This design comes from an exercise in tuning for small area and a short achievable clock period on the open sky130 flow, not from production work.
RTL that was checked went through simulation tests only; none was proved equivalent to the original.
Power figures rest on the tool's default switching activity, not on a simulated workload.

Design PipelinedFAdd, start of the top module:
module PipelinedFAdd (
  input  wire        clk,
  input  wire        rst,
  input  wire [31:0] A,
  input  wire [31:0] B,
  input  wire        operation,
  input  wire        in_valid,
  output wire [31:0] result,
  output wire        out_valid
);
Settings: LEC_CHECK=0, ABC_AREA=1, CAP_MARGIN=20, CORE_MARGIN=2, CORE_UTILIZATION=40, CTS_BUF_LIST=sky130_fd_sc_hd__clkbuf_8, CTS_CLUSTER_DIAMETER=60, CTS_CLUSTER_SIZE=25, SETUP_SLACK_MARGIN=5, SLEW_MARGIN=20; clock period 8.0 ns.
standard.sh (not shown) runs the stock make flow with config.mk's settings and CLKGATE_MAP_FILE= SYNTH_SCRIPT=/design/flow/synth_recipe.tcl, a recipe that flattens the netlist after the stock synthesis.
==> flow/flow/run.sh <==
#!/bin/bash
# Standard layout, with the adder cells left to ABC (no full/half adder
# extraction before it), port buffers of a plain buffer cell, a shallower
# clock tree, and timing repair aiming at a tighter setup margin.
# make's output goes to standard.log, each ORFS step logs to orfs/logs/.
bash standard.sh ADDER_MAP_FILE= SETUP_SLACK_MARGIN=5.45 TNS_END_PERCENT=10 \
  "BUFFER_PORTS_ARGS=-buffer_cell sky130_fd_sc_hd__buf_2" \
  "CTS_ARGS=-repair_clock_nets -buf_list sky130_fd_sc_hd__clkbuf_16 -root_buf sky130_fd_sc_hd__clkbuf_16 -dont_use_dummy_load" \
  finish > standard.log 2>&1
Rerun with:
--- a/flow/flow/run.sh
+++ b/flow/flow/run.sh
@@ -7,3 +7,3 @@
   "BUFFER_PORTS_ARGS=-buffer_cell sky130_fd_sc_hd__buf_2" \
-  "CTS_ARGS=-repair_clock_nets -buf_list sky130_fd_sc_hd__clkbuf_16 -root_buf sky130_fd_sc_hd__clkbuf_16 -dont_use_dummy_load" \
+  "CTS_ARGS=-sink_clustering_enable -repair_clock_nets -sink_clustering_size 30 -sink_clustering_max_diameter 150 -buf_list sky130_fd_sc_hd__clkbuf_16 -root_buf sky130_fd_sc_hd__clkbuf_16 -distance_between_buffers 500" \
   finish > standard.log 2>&1
The changed run completed without violations.
Wire length shrinks slightly.
First-iteration DRC count came out lower by a little under a tenth.
Combinational power barely changes.
Sequential power is about the same.
Total power came out lower by a few percent.
Worst hold slack gets better by 9.8 ps.
Synthesized cell count is unchanged.
Non-clock buffer count shrinks by 1.
Cell area went down slightly.
Setup slack is worse by 65 ps.
Rerun with:
--- a/flow/flow/run.sh
+++ b/flow/flow/run.sh
@@ -7,3 +7,3 @@
   "BUFFER_PORTS_ARGS=-buffer_cell sky130_fd_sc_hd__buf_2" \
-  "CTS_ARGS=-sink_clustering_enable -repair_clock_nets -sink_clustering_size 30 -sink_clustering_max_diameter 150 -buf_list sky130_fd_sc_hd__clkbuf_16 -root_buf sky130_fd_sc_hd__clkbuf_16 -distance_between_buffers 500" \
+  "CTS_ARGS=-repair_clock_nets -buf_list sky130_fd_sc_hd__clkbuf_16 -root_buf sky130_fd_sc_hd__clkbuf_16 -dont_use_dummy_load" \
   finish > standard.log 2>&1
CORE_UTILIZATION = 50   (was 40)
=> Sequential cell count is unchanged; worst setup slack is better by 43 ps; count of clock-buffer cells in the layout came out higher by 6; routed wire length grows by a few percent; first-iteration DRC count rose by roughly a tenth; register-to-register slack gets better by 40 ps; hold slack degrades by 12 ps.

---

The RTL this note starts from:
==> flow/design.v <==
module CmpTree #(parameter N = 8) (
  input  wire [N-1:0] a,
  input  wire [N-1:0] b,
  output wire         gt,
  output wire         eq
);
  localparam L = $clog2(N);
  localparam M = 1 << L;
  wire [M-1:0] g [0:L];
  wire [M-1:0] e [0:L];
  assign g[0] = {{(M-N){1'b0}}, b & ~a};
  assign e[0] = {{(M-N){1'b1}}, ~(a ^ b)};
  genvar l, i;
  generate
    for (l = 0; l < L; l = l + 1) begin : lvl
      for (i = 0; i < (M >> (l + 1)); i = i + 1) begin : nd
        assign g[l+1][i] = g[l][2*i+1] | (e[l][2*i+1] & g[l][2*i]);
        assign e[l+1][i] = e[l][2*i+1] & e[l][2*i];
      end
      if ((M >> (l + 1)) < M) begin : pad
        assign g[l+1][M-1:(M >> (l + 1))] = 0;
        assign e[l+1][M-1:(M >> (l + 1))] = 0;
      end
    end
  endgenerate
  assign gt = g[L][0];
  assign eq = e[L][0];
endmodule
module KsAdd #(parameter N = 24) (
  input  wire [N-1:0] x,
  input  wire [N-1:0] y,
  output wire [N-1:0] s,
  output wire         co
);
  localparam L = $clog2(N);
  wire [N-1:0] p = x ^ y;
  wire [N-1:0] g [0:L];
  wire [N-1:0] pp [0:L];
  assign g[0]  = x & y;
  assign pp[0] = p;
  genvar l, i;
  generate
    for (l = 0; l < L; l = l + 1) begin : lvl
      for (i = 0; i < N; i = i + 1) begin : bt
        if (i >= (1 << l)) begin : cb
          assign g[l+1][i]  = g[l][i] | (pp[l][i] & g[l][i - (1 << l)]);
          assign pp[l+1][i] = pp[l][i] & pp[l][i - (1 << l)];
        end else begin : ps
          assign g[l+1][i]  = g[l][i];
          assign pp[l+1][i] = pp[l][i];
        end
      end
    end
  endgenerate
  assign s  = p ^ {g[L][N-2:0], 1'b0};
  assign co = g[L][N-1];
endmodule
module Lzc32 (
  input  wire [31:0] x,
  output wire [4:0]  cnt,
  output wire        zero
);
  wire [15:0] z1; wire [15:0] c1;           
  wire [7:0]  z2; wire [15:0] c2;           
  wire [3:0]  z3; wire [11:0] c3;           
  wire [1:0]  z4; wire [7:0]  c4;           
  genvar i;
  generate
    for (i = 0; i < 16; i = i + 1) begin : l1
      assign z1[i] = ~(x[2*i+1] | x[2*i]);
      assign c1[i] = ~x[2*i+1];
    end
    for (i = 0; i < 8; i = i + 1) begin : l2
      assign z2[i] = z1[2*i+1] & z1[2*i];
      assign c2[2*i+1:2*i] = z1[2*i+1] ? {1'b1, c1[2*i]} : {1'b0, c1[2*i+1]};
    end
    for (i = 0; i < 4; i = i + 1) begin : l3
      assign z3[i] = z2[2*i+1] & z2[2*i];
      assign c3[3*i+2:3*i] = z2[2*i+1] ? {1'b1, c2[4*i+1:4*i]} : {1'b0, c2[4*i+3:4*i+2]};
    end
    for (i = 0; i < 2; i = i + 1) begin : l4
      assign z4[i] = z3[2*i+1] & z3[2*i];
      assign c4[4*i+3:4*i] = z3[2*i+1] ? {1'b1, c3[6*i+2:6*i]} : {1'b0, c3[6*i+5:6*i+3]};
    end
  endgenerate
  assign zero = z4[1] & z4[0];
  assign cnt  = z4[1] ? {1'b1, c4[3:0]} : {1'b0, c4[7:4]};
endmodule
module PipelinedFAdd (
  input  wire        clk,
  input  wire        rst,
  input  wire [31:0] A,
  input  wire [31:0] B,
  input  wire        operation,
  input  wire        in_valid,
  output wire [31:0] result,
  output wire        out_valid
);
  wire        sa = A[31];
  wire        sb = B[31] ^ operation;
  wire [7:0]  ea = A[30:23];
  wire [7:0]  eb = B[30:23];
  wire [22:0] fa = A[22:0];
  wire [22:0] fb = B[22:0];
  wire fa_nz  = |fa;
  wire fb_nz  = |fb;
  wire a_nan  = (&ea) & fa_nz;
  wire a_inf  = (&ea) & ~fa_nz;
  wire b_inf  = (&eb) & ~fb_nz;
  wire a_zero = ~(|ea) & ~fa_nz;
  wire b_zero = ~(|eb) & ~fb_nz;
  wire special = (&ea) | (&eb) | a_zero | b_zero;
  wire e_gt, e_eq, f_gt, f_eq;
  CmpTree #(8)  u_ce (.a(ea), .b(eb), .gt(e_gt), .eq(e_eq));
  CmpTree #(23) u_cf (.a(fa), .b(fb), .gt(f_gt), .eq(f_eq));
  wire swap = (e_gt | (e_eq & f_gt)) & ~a_nan;
  wire [4:0] nd_ab, nd_ba;
  wire       co_ab, co_ba;
  KsAdd #(5) u_dab (.x(~ea[4:0]), .y(eb[4:0]), .s(nd_ab), .co(co_ab));
  KsAdd #(5) u_dba (.x(~eb[4:0]), .y(ea[4:0]), .s(nd_ba), .co(co_ba));
  wire [4:0] d = e_gt ? ~nd_ba : ~nd_ab;
  reg  [7:0]  r1_ea, r1_eb;
  reg  [22:0] r1_fa, r1_fb;
  reg  [4:0]  r1_d;
  reg         r1_swap, r1_sa, r1_sb, r1_qnan, r1_zflip, r1_cancel;
  always @(posedge clk) begin
    r1_ea     <= ea;
    r1_eb     <= eb;
    r1_fa     <= fa;
    r1_fb     <= fb;
    r1_sa     <= sa;
    r1_sb     <= sb;
    r1_swap   <= swap;
    r1_d      <= d;
    r1_qnan   <= a_inf & b_inf & operation & (sa ^ sb);
    r1_zflip  <= a_zero & b_zero & operation;
    r1_cancel <= e_eq & f_eq & (sa ^ sb) & ~special;
  end
  wire r1_special = (&r1_ea) | (&r1_eb) | (~(|r1_ea) & ~(|r1_fa)) |
                    (~(|r1_eb) & ~(|r1_fb));
  wire [7:0]  e_big   = r1_swap ? r1_eb : r1_ea;
  wire [7:0]  e_small = r1_swap ? r1_ea : r1_eb;
  wire [22:0] f_big   = r1_swap ? r1_fb : r1_fa;
  wire [22:0] f_small = r1_swap ? r1_fa : r1_fb;
  wire        h_big   = (|e_big) | r1_special;
  wire        h_small = |e_small;
  wire [7:0]  dab8    = r1_ea - r1_eb;
  wire [7:0]  dba8    = r1_eb - r1_ea;
  wire        kill    = r1_special | (r1_swap ? (dba8 > 8'd23) : (dab8 > 8'd23));
  wire [23:0] ms_al   = kill ? 24'd0 : ({h_small, f_small} >> r1_d);
  wire        sub     = r1_sa ^ r1_sb;
  reg  [7:0]  r2_q;
  reg  [23:0] r2_xb, r2_ys;
  reg         r2_s, r2_sub, r2_qnan;
  always @(posedge clk) begin
    r2_q    <= r1_cancel ? (~e_big - 8'd25) : (~e_big - 8'd1);
    r2_xb   <= {h_big, f_big} ^ {24{sub}};
    r2_ys   <= ms_al;
    r2_sub  <= sub;
    r2_qnan <= r1_qnan;
    r2_s    <= ~r1_qnan & ((r1_swap ? r1_sb : r1_sa) ^ r1_zflip);
  end
  wire [23:0] ad_s;
  wire        ad_co;
  KsAdd #(24) u_add (.x(r2_xb), .y(r2_ys), .s(ad_s), .co(ad_co));
  reg  [7:0]  r3_q;
  reg  [24:0] r3_sum;
  reg         r3_s, r3_qnan;
  always @(posedge clk) begin
    r3_q    <= r2_q;
    r3_sum  <= {ad_co & ~r2_sub, ad_s ^ {24{r2_sub}}};
    r3_s    <= r2_s;
    r3_qnan <= r2_qnan;
  end
  wire [4:0] lz;
  wire       lz_zero;
  Lzc32 u_lzc (.x({r3_sum, 7'h7F}), .cnt(lz), .zero(lz_zero));
  wire [24:0] sh4 = lz[4] ? {r3_sum[8:0], 16'd0} : r3_sum;
  wire [24:0] sh3 = lz[3] ? {sh4[16:0], 8'd0} : sh4;
  wire [24:0] sh2 = lz[2] ? {sh3[20:0], 4'd0} : sh3;
  wire [24:0] sh1 = lz[1] ? {sh2[22:0], 2'd0} : sh2;
  wire [24:0] sh0 = lz[0] ? {sh1[23:0], 1'd0} : sh1;
  wire [7:0] ne_out;
  wire       ne_co;
  KsAdd #(8) u_exp (.x(r3_q), .y({3'd0, lz}), .s(ne_out), .co(ne_co));
  reg [31:0] r4_res;
  always @(posedge clk)
    r4_res <= {r3_s, ~ne_out, sh0[23] | r3_qnan, sh0[22:1]};
  assign result = r4_res;
  reg [3:0] vld;
  always @(posedge clk or posedge rst)
    if (rst) vld <= 4'b0000;
    else     vld <= {vld[2:0], in_valid};
  assign out_valid = vld[3];
endmodule
make LEC_CHECK=0 CAP_MARGIN=20 CORE_MARGIN=2 CORE_UTILIZATION=40 SETUP_SLACK_MARGIN=5 SLEW_MARGIN=20 finish   # period 8.0 ns
run.sh (not shown) runs the stock make flow with config.mk's settings and CLKGATE_MAP_FILE= SYNTH_SCRIPT=/design/flow/synth_recipe.tcl, a recipe that flattens the netlist after the stock synthesis.
Stock flow here: none of the scripts above is used.
The starting point went through all stages and came out clean.
Change:
CORE_UTILIZATION = 65   (was 40)
PLACE_DENSITY = 0.75   (was not set)
Outcome:
- The new run completed without violations
- setup slack loses 0.043 ns
- total power shrinks by 1.0%
- clock power shrinks by about 9%
- global-route usage grows by 11 points
No run of this note included a check of the RTL's function; only the layout flow was run.

-- re-timing with driven ports --
How much do the figures lean on ideal ports? The routed layouts below were timed once more, with nothing changed but the port constraints.
Step 1 assumes that a clkbuf_16 drives the clock port and a buf_2 every other input.
Step 2 times the ports against the registers' clock, not the clock port: input delays grow and output delays shrink by t, the midpoint of the rising clock arrivals with the driver on.
a / b / c = ideal ports / drivers / drivers and shift; a / b = the first two.
run | t, ns | slack for setup (ns) | worst setup path at the end | pins driven straight from the clock port
the first run of note 1 | 0.481 | 5.492 / 5.441 / 5.099 | input to register | 1
the second run of note 1 | 0.526 | 5.427 / 5.376 / 4.968 | input to register | 1
the third run of note 1 | 0.471 | 5.470 / 5.419 / 5.079 | input to register | 1
the first run of note 2 | 0.556 | 4.928 / 4.928 / 4.371 | input to register | 1
the second run of note 2 | 0.550 | 4.886 / 4.886 / 4.336 | input to register | 1
After both steps every run listed still meets setup and hold. The setup slack of the first run of note 2, which loses most, moves by 0.000 ns with the drivers and by -0.557 ns with both steps.
